Background: an optimization exercise with open tools, aiming at small area, a short achievable clock period and few clock cycles. Do not read the settings as production practice. No functional check of the RTL was part of any run shown here. Power figures rest on the tool's default switching activity, not on a simulated workload.

### design/flow/flow/run.sh
#!/bin/bash
# Standard layout, run through the standard.sh.
bash standard.sh > standard.log 2>&1
### design/flow/design.v
module CPU(
	input clk,
	input rst,
	output [31:0]imem_addr,
	input [31:0]imem_rdata,
	output [31:0]dmem_addr,
	output [31:0]dmem_wdata,
	output dmem_we,
	input [31:0]dmem_rdata
    );
	reg [9:0] pc;                  
	reg        id_valid;           
	reg [31:1] id_rsa, id_rsb;     
	reg        id_fwa, id_fwb;     
	reg [15:0] id_imm;             
	reg        id_useimm;
	reg        id_sub, id_and, id_or, id_slt;
	reg        id_lw, id_sw, id_beq, id_bgtz, id_pt;
	reg        id_wr;              
	reg [4:0]  id_dest;
	reg [9:0]  id_alt;             
	reg [31:0] mem_res;            
	reg [31:0] mem_sd;             
	reg        mem_we, mem_wb, mem_ld;
	reg [4:0]  mem_dest;
	reg [31:0] rf [1:31];
	wire [31:0] ins = imem_rdata;
	wire [5:0] op = ins[31:26];
	wire [5:0] fn = ins[5:0];
	wire [4:0] f_rs = ins[25:21];
	wire [4:0] f_rt = ins[20:16];
	wire [4:0] f_rd = ins[15:11];
	wire f_rtype = (op == 6'h00) & ((fn == 6'h20) | (fn == 6'h22) | (fn == 6'h24) |
	                                 (fn == 6'h25) | (fn == 6'h2a));
	wire f_addi = (op == 6'h08);
	wire f_lw   = (op == 6'h23);
	wire f_sw   = (op == 6'h2b);
	wire f_beq  = (op == 6'h04);
	wire f_bgtz = (op == 6'h07);
	wire f_j    = (op == 6'h02);
	wire f_pt   = (f_beq | f_bgtz) & ins[15];
	wire f_rdrs = f_rtype | f_addi | f_lw | f_sw | f_beq | f_bgtz;
	wire f_rdrt = f_rtype | f_sw | f_beq;
	wire [4:0] f_dest = f_rtype ? f_rd : f_rt;
	wire f_wr = (f_rtype | f_addi | f_lw) & (f_dest != 5'd0);
	wire [9:0] pc1  = pc + 10'd1;
	wire [9:0] btgt = pc1 + ins[9:0];
	wire [9:0] pred = f_j ? ins[9:0] : (f_pt ? btgt : pc1);
	wire [9:0] alt  = f_pt ? pc1 : btgt;
	wire ex_fire = id_valid;
	reg [31:0] ra, rt;
	integer i;
	always @(*) begin
		ra = {32{id_fwa}} & mem_res;
		rt = {32{id_fwb}} & mem_res;
		for (i = 1; i < 32; i = i + 1) begin
			ra = ra | ({32{id_rsa[i]}} & rf[i]);
			rt = rt | ({32{id_rsb[i]}} & rf[i]);
		end
	end
	wire [31:0] bop = id_useimm ? {{16{id_imm[15]}}, id_imm} : rt;
	wire sub = id_sub | id_slt;
	wire [32:0] sum = {1'b0, ra} + {1'b0, bop ^ {32{sub}}} + {32'd0, sub};
	wire [31:0] res = id_and ? (ra & bop) :
	                  id_or  ? (ra | bop) :
	                  id_slt ? {31'd0, ~sum[32]} : sum[31:0];
	wire eq  = (ra == rt);
	wire gtz = ~ra[31] & (|ra[30:0]);
	wire taken = (id_beq & eq) | (id_bgtz & gtz);
	wire redirect = ex_fire & (id_beq | id_bgtz) & (taken ^ id_pt);
	wire ex_wr_alu = ex_fire & id_wr & ~id_lw;
	wire ex_wr_ld  = ex_fire & id_wr & id_lw;
	wire n_fwa = ex_wr_alu & (f_rs == id_dest);
	wire n_fwb = ex_wr_alu & (f_rt == id_dest);
	wire n_stall = ex_wr_ld & ((f_rdrs & (f_rs == id_dest)) | (f_rdrt & (f_rt == id_dest)));
	always @(posedge clk) begin
		if (rst) begin
			pc <= 10'd0;
			id_valid <= 1'b0;
		end else if (redirect) begin
			pc <= id_alt;
			id_valid <= 1'b0;
		end else if (n_stall) begin
			id_valid <= 1'b0;
		end else begin
			pc <= pred;
			id_valid <= 1'b1;
		end
	end
	integer k;
	always @(posedge clk) begin
		for (k = 1; k < 32; k = k + 1) begin
			id_rsa[k] <= (f_rs == k) & ~n_fwa;
			id_rsb[k] <= (f_rt == k) & ~n_fwb;
		end
		id_fwa <= n_fwa;
		id_fwb <= n_fwb;
		id_imm <= (f_rtype | f_beq) ? 16'd0 : ins[15:0];
		id_useimm <= ~(f_rtype | f_beq);
		id_sub <= f_rtype & (fn == 6'h22);
		id_and <= f_rtype & (fn == 6'h24);
		id_or  <= f_rtype & (fn == 6'h25);
		id_slt <= f_rtype & (fn == 6'h2a);
		id_lw <= f_lw;
		id_sw <= f_sw;
		id_beq <= f_beq;
		id_bgtz <= f_bgtz;
		id_pt <= f_pt;
		id_wr <= f_wr;
		id_dest <= f_dest;
		id_alt <= alt;
	end
	always @(posedge clk) begin
		if (rst) begin
			mem_we <= 1'b0;
			mem_wb <= 1'b0;
		end else begin
			mem_we <= ex_fire & id_sw;
			mem_wb <= ex_fire & id_wr;
		end
		mem_ld <= id_lw;
		mem_dest <= id_dest;
		mem_res <= res;
		mem_sd <= rt;
	end
	assign imem_addr  = {20'd0, pc, 2'b00};
	assign dmem_addr  = mem_res;
	assign dmem_wdata = mem_sd;
	assign dmem_we    = mem_we;
	wire [31:0] wd = mem_ld ? dmem_rdata : mem_res;
	always @(posedge clk)
		if (mem_wb) rf[mem_dest] <= wd;
endmodule
### design/flow/standard.sh
#!/bin/bash
# synth_recipe.tcl (not shown) runs the flow's synth.tcl, then flattens the netlist and writes it again
# the make line also repeats each setting of config.mk as NAME=value (left out here)
make -C /OpenROAD-flow-scripts/flow DESIGN_CONFIG=/design/flow/config.mk WORK_HOME=/design/flow/orfs CLKGATE_MAP_FILE= SYNTH_SCRIPT=/design/flow/synth_recipe.tcl "${@:-finish}"
### design/flow/constraint.sdc
create_clock -name core_clock -period 10.5 [get_ports {clk}]
set_input_delay 2.1000 -clock core_clock [delete_from_list [all_inputs] [get_ports {clk}]]
set_output_delay 2.1000 -clock core_clock [all_outputs]
set_load 0.01 [all_outputs]
### design/flow/config.mk
export PLATFORM = sky130hd
export DESIGN_NAME = CPU
export DESIGN_NICKNAME = CPU
export VERILOG_FILES = /design/flow/design.v
export SDC_FILE = /design/flow/constraint.sdc
export NUM_CORES = 8
export LEC_CHECK = 0
export CAP_MARGIN = 20
export CORE_MARGIN = 2
export CORE_UTILIZATION = 40
export SLEW_MARGIN = 20
==> impl_metrics.yaml, run 1 <==
outcome:
  status: "finished clean"
logic_synthesis:
  yosysWarnings: 1
  muxShareOfSynthArea: 0.0129
  yosys.area_share.simple: 0.0774
  synthArstFlopShare: 0
  synth_cells: 3730
  synth_edf_count: 992
  ys_seq_elements: 1181
  synth_compound_area_frac: 0.189
  syn_area_um2: 50700
  seq_area_frac_synth: 0.662
  synthAdderAreaFrac: 0.0109
  synth_top_family_by_area: "compound AO/OA/AOI/OAI gates"
  avgSynthCellArea_um2: 13.6
  yosysMostFrequentCell: "edfxtp_1"
  synth-xor-area-share: 0.0193
  synth_ff_type: "edfxtp_1"
  post_synth_num_cell_types: 67
  synthTopCellsByCount: "edfxtp_1, a22oi_1, dfxtp_1"
  yosysTopAreaCell: "edfxtp_1"
  synth.area.top_cells: "edfxtp_1, a22oi_1, dfxtp_1"
  synth.top_cell.area_share: 0.588
sta:
  slew_viol_final: 0
  timing.hold.ws_ps: 385
  tns_ps: 0
  rsz0062_at_grt: "no"
  finalClockSkew_ps: 32.6
  fmax_mhz: 162
  fin_crit_sh: 0.589
  setup_viol: 0
  slew-limit-headroom: 0.104
  worstMarginPinSlew_ps: 1340
  period_minus_slack_ps: 6190
  finalWorstSetupSlack_ps: 4310
  finalHoldViolations: 0
route:
  drt_iter0_drc: 10566
  wl_per_cell_um: 44.6
  dr.pass1.iters: 10
  drt-total-wl_um: 249000
  detail-route-antenna-nets: 0
  route.vias.total: 42498
  viasPerCell: 7.61
  post-route-drc-count: 0
clock_tree:
  cts_setup_buffers: 0
  worstSkewPairLatency_ps: 760
  cts_max_level: 3
  cts_made_buffers: 116
  cts_sinks: 1181
  cts_buffer_depth: 3
  tritoncts: "built"
  cts_root_buf: "clkbuf_16"
  cts_hold_buf: 0
  clkTransAtPathRegs_ps: 70
  postCtsResizedCells: 0
critical_path:
  crit_type: "reg -> reg"
  critPathLaunchType: "flip-flop"
  critPathArrivalTime_ps: 6790
  cp_data_required_time_ps: 11110
  crit_fanout: 23
  rr_startpoint: "id_rsb[16]"
  crit_path_end_kind: "flip-flop"
  startpoint: "id_rsb[16]"
power:
  p_leak_nw: 18.8
  power.density_nw_per_um2: 205
  irDropWorstVdd_mv: 0.139
grt:
  grt_overflow_total: 0
  grt_pass1_wl_um: 332000
  grt_pass1_vias: 39199
  grt_use_total: 0.372
  antenna_found_initial: 9
  grt_max_degree: 34
placement:
  dp_slack_ps: 4660
  dp_hpwl_um: 128000
  io_buffers: 140
  placed_area_um2: 54100
  gp_congestion: 0.961
layout:
  fin_nets: 3936
  area_delta_synth_final_pct: 14.8
  fin_util: 0.463
  final_area_um2: 58200
  layout-drive-gt1-share: 0.119
floorplanning:
  die_h_um: 360
  io_pins: 163
  initial_core_util: 0.403
  fp.dieW_um: 360
  die_area_um2: 130000
  core-area_um2: 126000
  num_rows: 130
min_path:
  hp-class: "reg -> reg"
  min-delay-start: "id_lw"
job:
  maxCapViolations: 0
-- flip-flops by register name (all words and copies together) (netlist names), 5 cells and up --
name      cells
rf          992
mem_res      32
mem_sd       32
id_rsa       31
id_rsb       31
id_imm       16
id_alt       10
pc           10
id_dest       5
mem_dest      5
-- metal layers --
layer  up-vias  wire [um]  global-route usage
li1      15503          -                   -
met1     20468      82000               0.463
met2      5075      96700               0.510
met3      1446      45100               0.165
met4         6      25200               0.271
met5         -         52             0.00222
-- cell families (layout without fill, tap and decap cells) --
group,after synthesis,in the layout
buffers and inverters,332,510
and+or+nand+nor,746,746
DFF,1181,1181
muxes,59,59
other,1,30
xor gates and xnor gates,112,112
adders and majority gates,43,43
AOI/OAI and AO/OA,1256,1256
-- final timing paths --
kind	end	slack, ps	depth (start not counted)
setup / recovery	mem_res[30]	4310	21
hold / removal	mem_ld	380	0
setup reg to reg	mem_res[30]	4310	21
hold reg to reg	mem_ld	380	0
-- cell usage in the layout, fill, tap and decap left out, types with 64 or more instances in the layout --
master | netlist | final
nand2_1 | 103 | 103
nand3_1 | 147 | 147
a22oi_1 | 775 | 775
a221oi_1 | 117 | 117
xnor2_1 | 65 | 65
clkbuf_16 | 0 | 120
clkdlybuf4s50_1 | 0 | 140
nand4_1 | 143 | 143
dfxtp_1 | 189 | 124
edfxtp_1 | 992 | 992
buf_4 | 23 | 110
a22o_1 | 126 | 126
nor2_1 | 168 | 135
dfxtp_2 | 0 | 64
-- per-stage QoR --
step	std cells	total power, mW
5_1_grt	5580	12.1
3_3_place_gp	5358	7.45
2_1_floorplan	3751	6.62
3_5_place_dp	5358	7.45
6_report	5587	11.9
4_1_cts	5578	11.8
-- final cells by class --
| cell class | instances | area, um^2 |
|---|---|---|
| Antenna cell | 8 | 20.0 |
| Inverter | 39 | 146 |
| Timing Repair Buffer | 251 | 2250 |
| Fill cell | 10970 | 67500 |
| Tap cell | 1650 | 2060 |
| Clock inverter | 65 | 803 |
| Sequential cell | 1181 | 33700 |
| Clock buffer | 155 | 3230 |
| Multi-Input combinational cell | 2238 | 16000 |
-- critical path, stage by stage (launching register included) --
cell,delay [ps]
dfxtp_2,490
buf_4,400
a22o_1,290
a221oi_1,290
nand3_1,120
or4_1,720
mux2_2,390
xnor2_1,250
inv_1,100
fa_1,430
nor2b_1,140
o21ai_0,130
a21boi_0,310
o21ai_0,150
a21oi_1,210
o21a_1,200
o2111ai_1,200
nand4_1,170
a31oi_1,170
nand2b_1,240
and4_1,190
or3b_2,430
-- power breakdown --
group	switching [mW]	leakage, nW	internal, mW
combinational	1.15	6.38	0.450
sequential	0.217	10.5	5.65
clock	1.90	1.95	2.54
total	3.26	18.8	8.64
==> run 2, diff against run 1 <==
==> design/flow/flow/run.sh (replaced) <==
#!/bin/bash
# Standard layout with a larger setup-slack margin for timing repair.
bash standard.sh SETUP_SLACK_MARGIN=5 TNS_END_PERCENT=100 finish > standard.log 2>&1
==> run 2 against run 1 <==
Still clean on timing, DRC and antenna. Die area unchanged. Sequential share of layout area decreased by 0.33 points. First-iteration DRC count is 3.2% lower. Power up 0.12%. Synthesized cell count stayed put. Routed wire length is 0.25% lower. Largest cell class unchanged. Largest power group unchanged. Highest routed layer unchanged.
==> impl_metrics.yaml, run 2 <==
sta:
  rsz0062_at_grt: "yes"
  finalWorstSetupSlack_ps: 5030
  fmax_mhz: 183
  finalClockSkew_ps: 34.7
  finalHoldViolations: 0
  slew-limit-headroom: 0.214
  timing.hold.ws_ps: 385
  period_minus_slack_ps: 5470
  worstMarginPinSlew_ps: 1180
  tns_ps: 0
  fin_crit_sh: 0.521
  setup_viol: 0
  slew_viol_final: 0
power:
  finalPower_mw: 11.9
  irDropWorstVdd_mv: 0.138
  p_leak_nw: 18.9
  power.density_nw_per_um2: 204
route:
  viasPerCell: 7.58
  drt-total-wl_um: 248000
  detail-route-antenna-nets: 0
  wl_per_cell_um: 44.5
  route.vias.total: 42338
  post-route-drc-count: 0
  drt_iter0_drc: 10224
  dr.pass1.iters: 13
logic_synthesis:
  yosysMostFrequentCell: "edfxtp_1"
  syn_area_um2: 50700
  synth.top_cell.area_share: 0.588
  synth.area.top_cells: "edfxtp_1, a22oi_1, dfxtp_1"
  synth_cells: 3730
  yosysWarnings: 1
  ys_seq_elements: 1181
  avgSynthCellArea_um2: 13.6
  post_synth_num_cell_types: 67
  yosysTopAreaCell: "edfxtp_1"
  synth_ff_type: "edfxtp_1"
  synthArstFlopShare: 0
  synth_edf_count: 992
  seq_area_frac_synth: 0.662
  synthTopCellsByCount: "edfxtp_1, a22oi_1, dfxtp_1"
clock_tree:
  cts_hold_buf: 0
  cts_root_buf: "clkbuf_16"
  worstSkewPairLatency_ps: 750
  cts_sinks: 1181
  clkTransAtPathRegs_ps: 60
  cts_made_buffers: 116
  cts_max_level: 3
  cts_buffer_depth: 3
  tritoncts: "built"
critical_path:
  r2r-end: "mem_res[30]"
  rrSetupSlack_ps: 5030
  crit_path_end_kind: "flip-flop"
  cp_data_required_time_ps: 11100
  critPathArrivalTime_ps: 6070
  rr_startpoint: "id_rsa[28]"
  critPathLaunchType: "flip-flop"
  crit_type: "reg -> reg"
  crit_fanout: 25
  rr_worst_depth: 15
min_path:
  min-delay-start: "id_lw"
  hp-class: "reg -> reg"
  min_to: "mem_ld"
  holdPathStages: 0
layout:
  largestRegisters: "rf x992, mem_res x32, mem_sd x32"
  fin_util: 0.466
  final_cell_mix: "edfxtp_1, a22oi_1, nand3_1"
  layout-drive-gt1-share: 0.128
  area_delta_synth_final_pct: 15.5
  final_common_cell: "edfxtp_1"
  largest_register: "rf"
  fin_nets: 3939
  largest_register_ffs: 992
floorplanning:
  initial_core_util: 0.403
  io_pins: 163
  die_area_um2: 130000
  fp.dieW_um: 360
  die_h_um: 360
  num_rows: 130
  core-area_um2: 126000
outcome:
  status: "finished clean"
grt:
  grt_use_total: 0.372
  grt_pass1_wl_um: 332000
  grt_max_degree: 34
  antenna_found_initial: 9
  grt_pass1_vias: 39272
  grt_overflow_total: 0
placement:
  gp_congestion: 0.961
  io_buffers: 140
  dp_slack_ps: 4660
  dp_hpwl_um: 128000
job:
  maxCapViolations: 0
run 2: changes by cell type in the layout (fill, tap and decap cells not counted), sizes merged:
cell / previous run / this run
diode: 8 / 6
buf: 111 / 114
run 2: cell families (layout without fill, tap and decap cells):
kind of cell,after synthesis,after routing,synth area share
compound gates,1256,1256,0.189
simple gates,746,746,0.0774
xor+xnor,112,112,0.0193
buf+inv,332,513,0.0284
fa+ha+maj,43,43,0.0109
other cells,1,28,0.0000740
mux,59,59,0.0129
flops,1181,1181,0.662
run 2: cell type report:
type	count	area, um^2
inverter	39	146
clock buffer	155	3230
timing repair buffer	254	2420
tap	1650	2060
clock inverter	65	803
multi-input combinational	2238	16200
fill	10948	67200
sequential	1181	33700
antenna	6	15.0
run 2: timing repair:
action,in CTS,in global routing
pin swaps,0,3
resized for setup,40,48
setup endpoints to repair,6,10
setup buffers,0,3
run 2: worst max path at each step:
stage                from     endpoint  slack, ps
4_1_cts        id_rsb[16]  mem_res[30]       5010
3_3_place_gp   id_rsb[19]  mem_res[30]       4750
5_1_grt        id_rsb[29]  mem_res[30]       4970
3_5_place_dp   id_rsb[16]  mem_res[30]       4660
2_1_floorplan  id_rsb[24]  mem_res[30]       5750
6_report       id_rsa[28]  mem_res[30]       5030
run 2: critical path, cell delays in order, from the launching register on:
cell and delay, ps:
dfxtp_2 790, buf_4 760, a22oi_1 160, nand4_1 170
or4_1 620, ha_1 430, a21oi_1 150, o21ai_0 90
a311o_1 360, or3_1 360, o2111ai_2 230, nand4_1 200
a31oi_4 220, nand2b_2 190, a31oi_1 80, or3b_2 450
run 2: stage by stage:
stage / cell area, um^2 / std cells
finish: 58500 / 5588
global route: 58500 / 5584
CTS: 58300 / 5578
detailed placement: 54100 / 5358
global placement: 54100 / 5358
floorplan: 50800 / 3751
run 2: report_power, final:
group | total, mW | switching, mW | internal [mW]
registers | 5.87 | 0.217 | 5.65
clock network | 4.43 | 1.89 | 2.54
logic | 1.62 | 1.15 | 0.468
run 2: routing by layer:
layer  share of wire  GRT usage
met5         0.00033    0.00111
met4            0.10      0.272
met3            0.18      0.169
met2            0.39      0.507
met1            0.33      0.461
==> run 3, diff against run 2 <==
==> design/flow/flow/run.sh (replaced) <==
#!/bin/bash
# Standard layout with a larger setup-slack margin for timing repair.
bash standard.sh SETUP_SLACK_MARGIN=7 TNS_END_PERCENT=100 finish > standard.log 2>&1
==> run 3 against run 2 <==
Still clean. Register-to-register slack better by 520 ps. Non-clock buffer count is 189 higher. Die area stayed put. Sequential power hardly changed. Final cell count is 3.5% higher. Via count is 5.5% higher. Synthesized cell count stayed put. Routed wire length is 7.8% higher. Power is 1.1% higher. Global-route usage is 2.5 points higher. Flip-flop and latch count stayed put. Largest cell class unchanged. Largest power group unchanged.
==> impl_metrics.yaml, run 3 <==
sta:
  period_minus_slack_ps: 4950
  finalClockSkew_ps: 41.1
  slew_viol_final: 0
  fin_crit_sh: 0.471
  worstMarginPinSlew_ps: 1200
  slew-limit-headroom: 0.197
  fmax_mhz: 202
  setup_viol: 0
  tns_ps: 0
  finalHoldViolations: 0
  rsz0062_at_grt: "yes"
critical_path:
  crit_path_end_kind: "flip-flop"
  critPathArrivalTime_ps: 5540
  rrSetupSlack_ps: 5550
  slowest_delay_ps: 670
  critical_path_buf_inv_count: 2
  crit_family: "simple AND/OR/NAND/NOR gates"
  cpMaxStageDelayCell: "or4_4"
  crit_fanout: 32
  cpMostUsedCell: "nand4_1"
  crit_type: "reg -> reg"
  critPathLaunchType: "flip-flop"
  cp_data_required_time_ps: 11090
  crit_path_cell_trace: "buf_8, a22oi_1, nand4_1, or4_4, mux2_4, xnor2_4, inv_2, fa_2, nor2b_4, o21ai_4, a21boi_2, o21ai_2, a21oi_2, o21a_1, o2111ai_4, nand4_1, a31oi_2, nand2b_4, and4_1, or3b_4"
clock_tree:
  clkTransAtPathRegs_ps: 60
  cts_max_level: 3
  cts_made_buffers: 117
  cts_sinks: 1181
  cts_root_buf: "clkbuf_16"
  cts_hold_buf: 0
  worstSkewPairLatency_ps: 740
  tritoncts: "built"
  cts_buffer_depth: 3
layout:
  fin_util: 0.495
  largest_register: "rf"
  area_delta_synth_final_pct: 22.8
  layout-drive-gt1-share: 0.228
  fin_nets: 4132
  fill_cells: 10694
  largest_register_ffs: 992
  final_cell_mix: "edfxtp_1, a22oi_1, buf_4"
  largestRegisters: "rf x992, mem_res x32, mem_sd x32"
  final_common_cell: "edfxtp_1"
  fin_cells: 5784
floorplanning:
  die_h_um: 360
  initial_core_util: 0.403
  num_rows: 130
  fp.dieW_um: 360
  core-area_um2: 126000
  io_pins: 163
  die_area_um2: 130000
logic_synthesis:
  synth.top_cell.area_share: 0.588
  synth_cells: 3730
  avgSynthCellArea_um2: 13.6
  muxShareOfSynthArea: 0.0129
  synth.area.top_cells: "edfxtp_1, a22oi_1, dfxtp_1"
  synth_compound_area_frac: 0.189
  yosysMostFrequentCell: "edfxtp_1"
  synthTopCellsByCount: "edfxtp_1, a22oi_1, dfxtp_1"
  ys_seq_elements: 1181
  synthAdderAreaFrac: 0.0109
  seq_area_frac_synth: 0.662
  post_synth_num_cell_types: 67
  synth_top_family_by_area: "compound AO/OA/AOI/OAI gates"
  yosysWarnings: 1
  synth_ff_type: "edfxtp_1"
  synthArstFlopShare: 0
  synth-xor-area-share: 0.0193
  yosys.area_share.simple: 0.0774
  yosysTopAreaCell: "edfxtp_1"
  synth_edf_count: 992
  syn_area_um2: 50700
power:
  p_seq_frac: 0.488
  internal_power_mw: 8.70
  switching_share: 0.278
  p_leak_nw: 20.6
  power.density_nw_per_um2: 194
  p_clk_frac: 0.355
  p_sw_mw: 3.36
  irDropWorstVdd_mv: 0.154
  combPwrFrac: 0.157
route:
  drt-total-wl_um: 268000
  viasPerCell: 7.72
  post-route-drc-count: 0
  wl_per_cell_um: 46.3
  drt_iter0_drc: 13001
  dr.pass1.iters: 14
  route.vias.total: 44679
  detail-route-antenna-nets: 0
placement:
  gp_congestion: 0.999
  io_buffers: 140
  dp_hpwl_um: 131000
  dpl.cell_count: 5358
outcome:
  status: "finished clean"
min_path:
  hp-class: "reg -> reg"
grt:
  grt_max_degree: 34
  grt_pass1_vias: 40941
  grt_pass1_wl_um: 351000
  grt_use_total: 0.397
  grt_overflow_total: 0
  antenna_found_initial: 17
job:
  maxCapViolations: 0
==> run 3: cell counts after synthesis <==
Identical to the previous run, type by type.
==> run 3: worst register-to-register path, stage by stage (launching register included) <==
cell	delay, ps
dfxtp_2	330
buf_8	240
a22oi_1	400
nand4_1	110
or4_4	670
mux2_4	360
xnor2_4	190
inv_2	60
fa_2	390
nor2b_4	150
o21ai_4	90
a21boi_2	190
o21ai_2	100
a21oi_2	200
o21a_1	220
o2111ai_4	150
nand4_1	140
a31oi_2	120
nand2b_4	170
and4_1	170
or3b_4	380
==> run 3: power groups by stage <==
stage,clock [mW],combinational (mW),sequential [mW]
after floorplan,0,0.805,5.84
after global placement,0,1.50,5.97
after detailed placement,0,1.50,5.97
after CTS,4.24,1.69,5.87
after global routing,4.42,1.93,5.88
final,4.28,1.89,5.89
==> run 3: final cells by class <==
cell class              instances  area (um^2)  share of cell area
well taps                    1650         2060              0.0332
inverters                      39          158             0.00253
clock buffers                 161         3270              0.0525
flip-flops and latches       1181        33800               0.544
clock inverters                58          597             0.00959
diodes                         11         27.5            0.000442
multi-input cells            2241        17400               0.280
repair buffers                443         4840              0.0777
==> run 3: per-layer routing <==
metal,GRT usage,part of all wire,vias to the layer above
li1,-,-,15945
met1,0.485,0.32,21498
met2,0.531,0.38,5609
met3,0.202,0.19,1606
met4,0.294,0.10,21
met5,0.00407,0.0011,-
==> run 3: cell families (layout without fill, tap and decap cells) <==
group                      after synthesis  in the layout
AOI/OAI and AO/OA                     1256           1259
DFF                                   1181           1181
and+or+nand+nor                        746            746
buffers and inverters                  332            701
xor gates and xnor gates               112            112
muxes                                   59             59
adders and majority gates               43             43
other                                    1             33
==> run 3: worst paths after layout <==
kind	to	cells after the start	start
worst max register to register	mem_res[30]	20	id_rsb[19]
worst min-delay path	mem_dest[1]	0	id_dest[1]
worst min register to register	mem_dest[1]	0	id_dest[1]
worst max-delay path	mem_res[30]	20	id_rsb[19]
==> run 3: repair_timing <==
action | in CTS | in global routing
cloned | 19 | 1
pin swaps | 63 | 77
setup endpoints to repair | 160 | 97
endpoints found under the hold margin | 0 | 0
buffers inserted | 139 | 36
gates resized for setup | 492 | 150
==> run 3: stage by stage <==
stage,hold WS (ps),power (mW),cell area [um^2],setup slack (ps)
global placement,404,7.47,54400,5030
global route,424,12.2,62200,5470
detailed placement,390,7.47,54400,5040
floorplan,373,6.65,51500,6170
CTS,405,11.8,61300,5750
finish,404,12.1,62200,5550

[re-timing with driven ports]
The flow's constraints put no driver on any port. The routed layouts listed below were extracted and timed again, unchanged, in two steps.
Step 1, drivers: a clkbuf_16 drives clk and a buf_2 each remaining input, both assumed.
Step 2 moves the port delays by t, midway between the first and last clock arrival at a register: inputs arrive t later, outputs are due t later. That takes back most of the time a late clock gives input paths.
a / b / c = no drivers / after step 1 / after step 2; a / b = the first two.
run | t, ns | setup WS [ns] | slew at the worst register clock pin (ns)
run 1 | 0.819 | 4.314 / 4.314 / 4.314 | 0.07 / 0.07
run 2 | 0.819 | 5.031 / 5.031 / 4.719 | 0.07 / 0.07
run 3 | 0.812 | 5.552 / 5.552 / 5.552 | 0.07 / 0.07
After both steps setup and hold are still met in every run listed. For run 2, which loses most, drivers alone change the setup slack by 0.000 ns; drivers and shift together by -0.312 ns.
